Context: an optimization exercise on an open-source flow, tuned for small area, a short achievable clock period and few clock cycles per item. The choices shown serve that exercise and are no tape-out recipe.
The RTL was checked by simulation tests, not by an equivalence proof against the original design.

run a:
==> module PointAdder, before the edit <==
module PointAdder(point1, point2, den_inv, dbl, sum, x3_raw);
	input [13:0] point1;
	input [13:0] point2;
	input [6:0] den_inv;
	input dbl;
	output [13:0] sum;
	output [6:0] x3_raw;
	wire [6:0] x1 = point1[6:0];
	wire [6:0] y1 = point1[13:7];
	wire [6:0] x2 = point2[6:0];
	wire [6:0] y2 = point2[13:7];
	wire [6:0] num = y1 ^ (y2 & {7{~dbl}});
	wire [6:0] c = x1 & {7{dbl}};
	wire [6:0] q, c_sq, out;
	Mastrovito7 mult2(num, den_inv, q);
	wire [6:0] slope = q ^ c;
	Squarer square(slope, c_sq);
	wire [6:0] point3x = c_sq ^ slope ^ 7'b1 ^ ((x1 ^ x2) & {7{~dbl}});
	Mastrovito7 mult(slope, x1 ^ point3x, out);
	wire [6:0] point3y = out ^ point3x ^ y1;
	assign x3_raw = point3x;
	assign sum = (den_inv == 7'd0) ? 14'b0 : {point3y, point3x};
endmodule
==> module PointMultiplier, before the edit <==
module PointMultiplier(point, scalar, clk, start, result, done);
	input [13:0] point;
	input [6:0] scalar;
	input clk, start;
	output [13:0] result;
	output reg done;
	reg [13:0] cur;
	reg [13:0] acc;
	reg [6:0] ks;
	reg ph;
	reg accz;
	reg dbl;
	reg [6:0] invd;
	wire add_now = ks[0] & ~ph;           
	wire real_add = add_now & ~accz;      
	wire triv = add_now & accz;           
	wire last = (ks[6:1] == 6'b0);
	wire acc_zero = (acc == 14'b0);
	wire [13:0] unit_out;
	wire [6:0] x3_raw;
	PointAdder unit(cur, acc, invd, dbl, unit_out, x3_raw);
	assign result = acc;
	wire accz_n = ~triv & acc_zero;
	wire ks1_n = real_add ? ks[0] : ks[1];
	wire dbl_n = ~(ks1_n & ~real_add & ~accz_n);
	wire [6:0] den_add = accz ? cur[6:0] : acc[6:0];
	wire [6:0] den_n = real_add ? cur[6:0] : (x3_raw ^ (den_add & {7{~dbl_n}}));
	wire [6:0] invd_n;
	Inverse inv_next(start ? point[6:0] : den_n, invd_n);
	always @(posedge clk) begin
		invd <= invd_n;
		if (start) begin
			cur <= point;
			ks <= scalar;
			ph <= 1'b0;
			accz <= 1'b1;
			dbl <= 1'b1;
		end else begin
			ph <= real_add;
			accz <= accz_n;
			dbl <= dbl_n;
			if (!real_add) begin
				cur <= unit_out;
				ks <= ks >> 1;
			end
		end
	end
	always @(posedge clk) begin
		if (start) begin
			acc <= 14'b0;
			done <= 1'b0;
		end else if (!done) begin
			if (ks == 7'b0) begin
				done <= 1'b1;
			end else begin
				if (triv) acc <= cur;
				if (real_add) acc <= unit_out;
				if ((add_now & last) | (~real_add & (cur[6:0] == 7'b0)))
					done <= 1'b1;
			end
		end
	end
endmodule
clock: 8.0 ns
lec_check: 0
cap_margin: 20
core_margin: 2
core_utilization: 55
setup_slack_margin: 3
slew_margin: 20
standard.sh (not shown) runs the stock make flow with config.mk's settings and CLKGATE_MAP_FILE= SYNTH_SCRIPT=/design/flow/synth_recipe.tcl, a recipe that flattens the netlist after the stock synthesis.
==> flow/flow/run.sh <==
#!/bin/bash
# Layout flow: the standard flow, except that the synthesis's final
# technology mapping (ABC) runs flow/abc.script (Yosys's default ABC script
# for a liberty library, with a relaxed delay target for area recovery)
# instead of ORFS's abc_speed/abc_area script, and the half/full-adder
# extraction is off (this design is XOR logic, not arithmetic).
# Everything before ABC (and so every register, its name and cell) is
# the standard synthesis (synth_recipe.tcl); everything after synthesis
# is standard.sh, with the port buffers that global placement inserts made
# of buf_1 cells (ORFS's BUFFER_PORTS_ARGS) instead of the resizer's pick,
# clkdlybuf4s50_1; repair_design and repair_timing still resize them.
# Logs: synth.log, layout.log.
set -euo pipefail
W=$(pwd)
export MY_ABC_D=$(cat "$W/flow/abc_d.txt" 2>/dev/null || echo 4000)
export MY_ABC_SCRIPT="$W/flow/abc.script"
make -C "$FLOW_HOME" DESIGN_CONFIG="$W/config.mk" WORK_HOME="$W/orfs" CLKGATE_MAP_FILE= \
  SYNTH_SCRIPT="$W/flow/my_synth.tcl" ADDER_MAP_FILE= synth > "$W/synth.log" 2>&1
export BUFFER_PORTS_ARGS="-buffer_cell sky130_fd_sc_hd__buf_1"
bash "$W/standard.sh" > "$W/layout.log" 2>&1
==> flow/flow/abc.script <==
strash; &get -n; &fraig -x; &put; dc2; strash; &get -n; &dch -f; &nf -R 20 {D}; &put
==> flow/flow/abc_d.txt <==
4000
==> flow/flow/my_synth.tcl <==
proc synth {args} { yosys synth -nofsm -noshare {*}$args }
# Same synthesis as synth_recipe.tcl, but the final technology mapping uses
# Yosys's default ABC script with the delay target from MY_ABC_D (ps).
proc abc {args} {
  set keep {}
  set i 0
  while {$i < [llength $args]} {
    set a [lindex $args $i]
    if {$a eq "-script" || $a eq "-D"} {
      incr i 2
      continue
    }
    lappend keep $a
    incr i
  }
  if {[info exists ::env(MY_ABC_SCRIPT)] && $::env(MY_ABC_SCRIPT) ne ""} {
    lappend keep -script $::env(MY_ABC_SCRIPT)
  }
  yosys abc {*}$keep -D [expr {[info exists ::env(MY_ABC_D)] ? $::env(MY_ABC_D) : 4000}]
}
source $::env(SCRIPTS_DIR)/synth.tcl
# left out here: clear keep_hierarchy, flatten, clean up, hide names made inside functions, write 1_2_yosys.v
Testbench counts of run a, summed over its fixed seeds: cycles 3,246, items 384.
Changes in run b relative to run a:
--- a/flow/design.v
+++ b/flow/design.v
@@ -169,16 +169,16 @@
 	end
 endmodule
-module PointAdder(point1, point2, den_inv, dbl, sum, x3_raw);
+module PointAdder(point1, point2, den_inv, dbl, add, sum, sum_raw);
 	input [13:0] point1;
 	input [13:0] point2;
 	input [6:0] den_inv;
-	input dbl;
+	input dbl, add;
 	output [13:0] sum;
-	output [6:0] x3_raw;
+	output [13:0] sum_raw;
 	wire [6:0] x1 = point1[6:0];
 	wire [6:0] y1 = point1[13:7];
 	wire [6:0] x2 = point2[6:0];
 	wire [6:0] y2 = point2[13:7];
-	wire [6:0] num = y1 ^ (y2 & {7{~dbl}});
+	wire [6:0] num = y1 ^ (y2 & {7{add}});
 	wire [6:0] c = x1 & {7{dbl}};
 	wire [6:0] q, c_sq, out;
@@ -186,9 +186,9 @@
 	wire [6:0] slope = q ^ c;
 	Squarer square(slope, c_sq);
-	wire [6:0] point3x = c_sq ^ slope ^ 7'b1 ^ ((x1 ^ x2) & {7{~dbl}});
+	wire [6:0] point3x = c_sq ^ slope ^ 7'b1 ^ ((x1 ^ x2) & {7{add}});
 	Mastrovito7 mult(slope, x1 ^ point3x, out);
 	wire [6:0] point3y = out ^ point3x ^ y1;
-	assign x3_raw = point3x;
-	assign sum = (den_inv == 7'd0) ? 14'b0 : {point3y, point3x};
+	assign sum_raw = {point3y, point3x};
+	assign sum = (den_inv == 7'd0) ? 14'b0 : sum_raw;
 endmodule
 module PointMultiplier(point, scalar, clk, start, result, done);
@@ -202,21 +202,21 @@
 	reg [6:0] ks;
 	reg ph;
-	reg accz;
 	reg dbl;
+	reg add;
 	reg [6:0] invd;
+	wire acc_zero = (acc == 14'b0);
 	wire add_now = ks[0] & ~ph;           
-	wire real_add = add_now & ~accz;      
-	wire triv = add_now & accz;           
+	wire real_add = add_now & ~acc_zero;  
+	wire triv = add_now & acc_zero;       
 	wire last = (ks[6:1] == 6'b0);
-	wire acc_zero = (acc == 14'b0);
-	wire [13:0] unit_out;
-	wire [6:0] x3_raw;
-	PointAdder unit(cur, acc, invd, dbl, unit_out, x3_raw);
+	wire dbl_last = ~ks[0] & ~ph & acc_zero & ks[1] & (ks[6:2] == 5'b0);
+	wire [13:0] unit_out, unit_raw;
+	PointAdder unit(cur, acc, invd, dbl, add, unit_out, unit_raw);
 	assign result = acc;
 	wire accz_n = ~triv & acc_zero;
 	wire ks1_n = real_add ? ks[0] : ks[1];
 	wire dbl_n = ~(ks1_n & ~real_add & ~accz_n);
-	wire [6:0] den_add = accz ? cur[6:0] : acc[6:0];
-	wire [6:0] den_n = real_add ? cur[6:0] : (x3_raw ^ (den_add & {7{~dbl_n}}));
+	wire [6:0] den_add = acc_zero ? cur[6:0] : acc[6:0];
+	wire [6:0] den_n = real_add ? cur[6:0] : (unit_raw[6:0] ^ (den_add & {7{~dbl_n}}));
 	wire [6:0] invd_n;
 	Inverse inv_next(start ? point[6:0] : den_n, invd_n);
@@ -227,12 +227,12 @@
 			ks <= scalar;
 			ph <= 1'b0;
-			accz <= 1'b1;
 			dbl <= 1'b1;
+			add <= 1'b0;
 		end else begin
 			ph <= real_add;
-			accz <= accz_n;
 			dbl <= dbl_n;
+			add <= ~dbl_n;
 			if (!real_add) begin
-				cur <= unit_out;
+				cur <= unit_raw;
 				ks <= ks >> 1;
 			end
@@ -248,6 +248,6 @@
 			end else begin
 				if (triv) acc <= cur;
-				if (real_add) acc <= unit_out;
-				if ((add_now & last) | (~real_add & (cur[6:0] == 7'b0)))
+				if (real_add | dbl_last) acc <= unit_out;
+				if ((add_now & last) | dbl_last | (~real_add & (cur[6:0] == 7'b0)))
 					done <= 1'b1;
 			end
==> comparison <==
- Via count (higher): run a
- Non-clock inverter total of the final layout: run b vs run a down 5
- No stage failed in run b, and the final checks on the layout all came back clean.
- Count of clock-buffer cells in the layout up 2 in run b wrt run a
- The number of vias per cell after detailed routing number comes out lower for run b vs run a.
- Comparing number of fillers in the final layout for run a and run b, the smaller number came from run a.
Testbench counts of run b, summed over its fixed seeds: cycles 3,221, items 384.

[re-timing with driven ports]
In the flow no input, the clock included, has a driving cell. The finished layouts below were timed again as built, in two steps. Step 1 sets driving cells, clkbuf_16 on the clock port and buf_2 on the other inputs (assumed; they add their load-dependent delay and slew). Step 2 also shifts input and output timing later by t, the mid clock arrival at the registers, as if the neighbouring blocks saw the same clock. Slacks: ideal ports / drivers / drivers and shift; pairs: ideal ports / drivers.
run | t (ns) | setup slack, ns | worst hold slack (ns) | worst setup path after step 2 | pins driven straight from the clock port
run a | 0.341 | 3.145 / 3.145 / 3.145 | 0.545 / 0.545 / 0.545 | register to register | 1
run b | 0.337 | 3.163 / 3.163 / 3.163 | 0.566 / 0.566 / 0.566 | register to register | 1
After both steps setup and hold are still met in every run listed.
